This design comes from an exercise in tuning for small area, a short achievable clock period and few clock cycles per item on the open sky130 flow, not from production work. Function was checked by simulation only, so behaviour that the tests miss may differ from the original. The clock port is modelled as an ideal driver; clocking choices that lean on that would not hold on a real chip. Power is estimated from default activity; no workload was simulated.

// main
module main(
    input clk,
    input rst,
    input start,
    input [7:0] a,
    input [7:0] b,
    output wire ready,
    output wire busy,
    output reg [8:0] y
);
reg ready_r;
reg [4:0] kh;          
reg [9:0] r;           
reg [7:0] x;           
reg ak, bk;            
assign ready = ready_r;
assign busy = ~ready_r;
wire [5:0] ab3 = {a[7:5], b[7:5]};
wire [8:0] qr3;
assign qr3[0] = (ab3 == 6'd9) | (ab3 == 6'd10) | (ab3 == 6'd11) | (ab3 == 6'd12) | (ab3 == 6'd13) | (ab3 == 6'd14) | (ab3 == 6'd15) | (ab3 == 6'd17) | (ab3 == 6'd25) | (ab3 == 6'd29) | (ab3 == 6'd30) | (ab3 == 6'd31) | (ab3 == 6'd33) | (ab3 == 6'd36) | (ab3 == 6'd37) | (ab3 == 6'd38) | (ab3 == 6'd39) | (ab3 == 6'd41) | (ab3 == 6'd43) | (ab3 == 6'd44) | (ab3 == 6'd45) | (ab3 == 6'd49) | (ab3 == 6'd51) | (ab3 == 6'd52) | (ab3 == 6'd57) | (ab3 == 6'd59) | (ab3 == 6'd60) | (ab3 == 6'd63);
assign qr3[1] = (ab3 == 6'd27) | (ab3 == 6'd36) | (ab3 == 6'd38) | (ab3 == 6'd47) | (ab3 == 6'd52) | (ab3 == 6'd61);
  ...
For scale: roughly 35 flip-flops, roughly 30 I/O pins, about 4300 um^2 of cells after synthesis.
clock: 5.0 ns
lec_check: 0
cap_margin: 20
core_margin: 2
core_utilization: 40
setup_slack_margin: 0.3
slew_margin: 20
run.sh (not shown) runs the stock make flow with config.mk's settings and CLKGATE_MAP_FILE= SYNTH_SCRIPT=/design/flow/synth_recipe.tcl, a recipe that flattens the netlist after the stock synthesis.
The first run produced a clean layout.
Testbench counts at the start, summed over its fixed seeds: cycles 12,288, items 2,048.
Change:
==> flow/flow/run.sh (new file) <==
#!/bin/bash
# The standard layout (the standard.sh: the standard synthesis, then ORFS to
# the routed layout), with the input and output ports buffered by the smallest
# buffer, sky130_fd_sc_hd__buf_1, instead of the one buffer_ports picks itself.
# make's full output goes to standard.log in the work folder; ORFS's own logs
# stay under orfs/logs.
set -euo pipefail
export BUFFER_PORTS_ARGS="-buffer_cell sky130_fd_sc_hd__buf_1"
bash standard.sh finish > standard.log 2>&1
==> flow/standard.sh (new file) <==
#!/bin/bash
# synth_recipe.tcl (not shown) runs the flow's synth.tcl, then flattens the netlist and writes it again
# the make line also repeats each setting of config.mk as NAME=value (left out here)
make -C /OpenROAD-flow-scripts/flow DESIGN_CONFIG=/design/flow/config.mk WORK_HOME=/design/flow/orfs CLKGATE_MAP_FILE= SYNTH_SCRIPT=/design/flow/synth_recipe.tcl "${@:-finish}"
--- a/flow/config.mk
+++ b/flow/config.mk
@@ -9,4 +9,4 @@
 export CORE_MARGIN = 2
 export CORE_UTILIZATION = 40
-export SETUP_SLACK_MARGIN = 0.3
+export SETUP_SLACK_MARGIN = 1.0
 export SLEW_MARGIN = 20
removed: flow/run.sh
The changed run passed the timing, DRC and antenna checks.
Wire length grows by 1.4%.
Cell area grows by 0.54%.
Flip-flop and latch count does not change.
Register-to-register slack improves by 0.47 ns.
Count of clock-buffer cells in the layout stays the same.
Core utilization rises by 0.25 points.
Via count climbs by 1.7%.
Global-route usage went down by 0.30 points.
Change:
--- a/flow/config.mk
+++ b/flow/config.mk
@@ -8,5 +8,6 @@
 export CAP_MARGIN = 20
 export CORE_MARGIN = 2
-export CORE_UTILIZATION = 40
+export CORE_UTILIZATION = 50
+export PLACE_DENSITY = 0.75
 export SETUP_SLACK_MARGIN = 1.0
 export SLEW_MARGIN = 20
Effect: Utilization rises by 12 points. Wire length rises by 1.7%. Global-route usage rises by 4.2 points. Sequential share of layout area is about the same.

* * *

The RTL this note starts from:
==> flow/design.v <==
`timescale 1ns / 1ps
module main(
    input clk,
    input rst,
    input start,
    input [7:0] a,
    input [7:0] b,
    output wire ready,
    output wire busy,
    output reg [8:0] y
);
reg ready_r;
reg [4:0] kh;          
reg [9:0] r;           
reg [7:0] x;           
reg ak, bk;            
assign ready = ready_r;
assign busy = ~ready_r;
wire [5:0] ab3 = {a[7:5], b[7:5]};
wire [8:0] qr3;
assign qr3[0] = (ab3 == 6'd9) | (ab3 == 6'd10) | (ab3 == 6'd11) | (ab3 == 6'd12) | (ab3 == 6'd13) | (ab3 == 6'd14) | (ab3 == 6'd15) | (ab3 == 6'd17) | (ab3 == 6'd25) | (ab3 == 6'd29) | (ab3 == 6'd30) | (ab3 == 6'd31) | (ab3 == 6'd33) | (ab3 == 6'd36) | (ab3 == 6'd37) | (ab3 == 6'd38) | (ab3 == 6'd39) | (ab3 == 6'd41) | (ab3 == 6'd43) | (ab3 == 6'd44) | (ab3 == 6'd45) | (ab3 == 6'd49) | (ab3 == 6'd51) | (ab3 == 6'd52) | (ab3 == 6'd57) | (ab3 == 6'd59) | (ab3 == 6'd60) | (ab3 == 6'd63);
assign qr3[1] = (ab3 == 6'd27) | (ab3 == 6'd36) | (ab3 == 6'd38) | (ab3 == 6'd47) | (ab3 == 6'd52) | (ab3 == 6'd61);
assign qr3[2] = (ab3 == 6'd18) | (ab3 == 6'd19) | (ab3 == 6'd20) | (ab3 == 6'd21) | (ab3 == 6'd22) | (ab3 == 6'd23) | (ab3 == 6'd26) | (ab3 == 6'd34) | (ab3 == 6'd36) | (ab3 == 6'd37) | (ab3 == 6'd42) | (ab3 == 6'd44) | (ab3 == 6'd46) | (ab3 == 6'd50) | (ab3 == 6'd53) | (ab3 == 6'd55) | (ab3 == 6'd58) | (ab3 == 6'd62);
assign qr3[3] = (ab3 == 6'd29) | (ab3 == 6'd30) | (ab3 == 6'd31) | (ab3 == 6'd43) | (ab3 == 6'd46) | (ab3 == 6'd47) | (ab3 == 6'd51) | (ab3 == 6'd53) | (ab3 == 6'd54) | (ab3 == 6'd59) | (ab3 == 6'd61);
assign qr3[4] = (ab3 == 6'd63);
assign qr3[5] = (ab3 == 6'd1) | (ab3 == 6'd3) | (ab3 == 6'd5) | (ab3 == 6'd7) | (ab3 == 6'd8) | (ab3 == 6'd9) | (ab3 == 6'd11) | (ab3 == 6'd13) | (ab3 == 6'd15) | (ab3 == 6'd19) | (ab3 == 6'd21) | (ab3 == 6'd23) | (ab3 == 6'd24) | (ab3 == 6'd25) | (ab3 == 6'd26) | (ab3 == 6'd28) | (ab3 == 6'd29) | (ab3 == 6'd31) | (ab3 == 6'd35) | (ab3 == 6'd36) | (ab3 == 6'd38) | (ab3 == 6'd40) | (ab3 == 6'd41) | (ab3 == 6'd42) | (ab3 == 6'd43) | (ab3 == 6'd45) | (ab3 == 6'd46) | (ab3 == 6'd52) | (ab3 == 6'd53) | (ab3 == 6'd55) | (ab3 == 6'd56) | (ab3 == 6'd57) | (ab3 == 6'd58) | (ab3 == 6'd59) | (ab3 == 6'd62) | (ab3 == 6'd63);
assign qr3[6] = (ab3 == 6'd2) | (ab3 == 6'd3) | (ab3 == 6'd6) | (ab3 == 6'd7) | (ab3 == 6'd10) | (ab3 == 6'd11) | (ab3 == 6'd14) | (ab3 == 6'd15) | (ab3 == 6'd16) | (ab3 == 6'd17) | (ab3 == 6'd18) | (ab3 == 6'd19) | (ab3 == 6'd22) | (ab3 == 6'd23) | (ab3 == 6'd24) | (ab3 == 6'd25) | (ab3 == 6'd26) | (ab3 == 6'd30) | (ab3 == 6'd31) | (ab3 == 6'd37) | (ab3 == 6'd38) | (ab3 == 6'd44) | (ab3 == 6'd45) | (ab3 == 6'd46) | (ab3 == 6'd48) | (ab3 == 6'd49) | (ab3 == 6'd50) | (ab3 == 6'd51) | (ab3 == 6'd52) | (ab3 == 6'd53) | (ab3 == 6'd56) | (ab3 == 6'd57) | (ab3 == 6'd58) | (ab3 == 6'd59);
assign qr3[7] = (ab3 == 6'd4) | (ab3 == 6'd5) | (ab3 == 6'd6) | (ab3 == 6'd7) | (ab3 == 6'd12) | (ab3 == 6'd13) | (ab3 == 6'd14) | (ab3 == 6'd15) | (ab3 == 6'd20) | (ab3 == 6'd21) | (ab3 == 6'd22) | (ab3 == 6'd23) | (ab3 == 6'd27) | (ab3 == 6'd28) | (ab3 == 6'd29) | (ab3 == 6'd30) | (ab3 == 6'd31) | (ab3 == 6'd32) | (ab3 == 6'd33) | (ab3 == 6'd34) | (ab3 == 6'd35) | (ab3 == 6'd36) | (ab3 == 6'd37) | (ab3 == 6'd38) | (ab3 == 6'd40) | (ab3 == 6'd41) | (ab3 == 6'd42) | (ab3 == 6'd43) | (ab3 == 6'd44) | (ab3 == 6'd45) | (ab3 == 6'd46) | (ab3 == 6'd48) | (ab3 == 6'd49) | (ab3 == 6'd50) | (ab3 == 6'd51) | (ab3 == 6'd52) | (ab3 == 6'd53) | (ab3 == 6'd56) | (ab3 == 6'd57) | (ab3 == 6'd58) | (ab3 == 6'd59);
assign qr3[8] = (ab3 == 6'd39) | (ab3 == 6'd47) | (ab3 == 6'd54) | (ab3 == 6'd55) | (ab3 == 6'd60) | (ab3 == 6'd61) | (ab3 == 6'd62) | (ab3 == 6'd63);
wire [3:0] q3 = qr3[8:5];
wire [4:0] r3 = qr3[4:0];
wire [4:0] kh_n = ready_r ? 5'b10000 : {1'b0, kh[4:1]};
wire ak_n = |(kh_n & a[4:0]);
wire bk_n = |(kh_n & b[4:0]);
wire [6:0] a_n = ({7{kh_n[4]}} & {4'd0, a[7:5]}) | ({7{kh_n[3]}} & {3'd0, a[7:4]}) |
                 ({7{kh_n[2]}} & {2'd0, a[7:3]}) | ({7{kh_n[1]}} & {1'd0, a[7:2]}) |
                 ({7{kh_n[0]}} & a[7:1]);
wire [6:0] b_n = ({7{kh_n[4]}} & {4'd0, b[7:5]}) | ({7{kh_n[3]}} & {3'd0, b[7:4]}) |
                 ({7{kh_n[2]}} & {2'd0, b[7:3]}) | ({7{kh_n[1]}} & {1'd0, b[7:2]}) |
                 ({7{kh_n[0]}} & b[7:1]);
wire [10:0] sum3 = r + x;
wire [12:0] t  = {sum3, ak & bk, ak ^ bk};
wire [8:0] yinc = y + 9'd1;
wire [12:0] c3 = {y, 3'b100} + {yinc, 2'b01};
wire [13:0] t1 = {1'b0, t} - {3'b0, y, 2'b01};
wire [13:0] t2 = {1'b0, t} - {2'b0, y, 3'b100};
wire [13:0] t3 = {1'b0, t} - {1'b0, c3};
always @(posedge clk) begin
    kh <= kh_n;
    ak <= ak_n;
    bk <= bk_n;
    x <= (ak_n ? a_n : 7'd0) + (bk_n ? b_n : 7'd0);
    if (ready_r) begin
        r <= r3;
    end else begin
        if (!t3[13]) r <= t3[9:0];
        else if (!t2[13]) r <= t2[9:0];
        else if (!t1[13]) r <= t1[9:0];
        else r <= t[9:0];
    end
    if (ready_r) begin
        if (start) y <= q3;
    end else begin
        if (!t3[13]) y <= {yinc[7:0], 1'b1};
        else if (!t2[13]) y <= {yinc[7:0], 1'b0};
        else if (!t1[13]) y <= {y[7:0], 1'b1};
        else y <= {y[7:0], 1'b0};
    end
end
always @(posedge clk)
    if (rst) ready_r <= 1'b1;
    else if (ready_r) ready_r <= ~start;
    else ready_r <= kh[0];
endmodule
make LEC_CHECK=0 CAP_MARGIN=20 CORE_MARGIN=2 CORE_UTILIZATION=40 SETUP_SLACK_MARGIN=1.2 SLEW_MARGIN=20 finish   # period 5.0 ns
Stock flow here: none of the scripts above is used.
The first run passed the timing, DRC and antenna checks.
Testbench counts at the start, summed over its fixed seeds: cycles 12,288, items 2,048.
Rerun with:
==> flow/flow/run.sh (new file) <==
#!/bin/bash
# The standard layout (the standard.sh: the standard synthesis, then ORFS to
# the routed layout), with two changes:
#  - the input and output ports are buffered by the smallest buffer,
#    sky130_fd_sc_hd__buf_1, instead of the one buffer_ports picks itself;
#  - after CTS, flow/recover.tcl downsizes cells off the critical paths.
# make's full output goes to standard.log in the work folder; ORFS's own logs
# stay under orfs/logs.
set -euo pipefail
export BUFFER_PORTS_ARGS="-buffer_cell sky130_fd_sc_hd__buf_1"
export POST_CTS_TCL="$PWD/flow/recover.tcl"
bash standard.sh finish > standard.log 2>&1
==> flow/flow/recover.tcl (new file) <==
# After CTS and its timing repair: downsize the cells whose paths have slack to
# spare, keeping the setup slack margin that the repair aimed for.
repair_timing -recover_power 100 -setup_margin $::env(SETUP_SLACK_MARGIN) -verbose
detailed_placement
check_placement -verbose
==> flow/standard.sh (new file) <==
#!/bin/bash
# synth_recipe.tcl (not shown) runs the flow's synth.tcl, then flattens the netlist and writes it again
# the make line also repeats each setting of config.mk as NAME=value (left out here)
make -C /OpenROAD-flow-scripts/flow DESIGN_CONFIG=/design/flow/config.mk WORK_HOME=/design/flow/orfs CLKGATE_MAP_FILE= SYNTH_SCRIPT=/design/flow/synth_recipe.tcl "${@:-finish}"
Settings changed: SETUP_SLACK_MARGIN 1.2 to 1.0.
removed: flow/run.sh
=> The new run finished clean; total power went down by 7.4%; design area decreases by about 7%; flip-flop and latch count is unchanged; wire length came out lower by 3.6%; synthesized cell count does not change; non-clock buffer count drops by 8.

[what the ideal ports hide]
How much do the figures lean on ideal ports? The routed layouts below were timed once more, with nothing changed but the port constraints.
Step 1: set_driving_cell puts a clkbuf_16 on clk and a buf_2 on each other input, an assumption about the parent block.
Step 2 also shifts input and output timing later by t, the mid clock arrival at the registers, as if the neighbouring blocks saw the same clock.
Three values: ideal ports, drivers, drivers and shift; two values: the first two.
run	t (ns)	slack for setup (ns)	worst setup path at the end
the first run of note 1	0.333	0.679 / 0.679 / 0.679	register to register
the second run of note 1	0.325	1.144 / 1.144 / 1.144	register to register
the third run of note 1	0.325	1.023 / 1.023 / 1.023	register to register
the first run of note 2	0.325	1.164 / 1.164 / 1.164	register to register
the second run of note 2	0.325	1.135 / 1.135 / 1.135	register to register
After both steps every run listed still meets setup and hold.
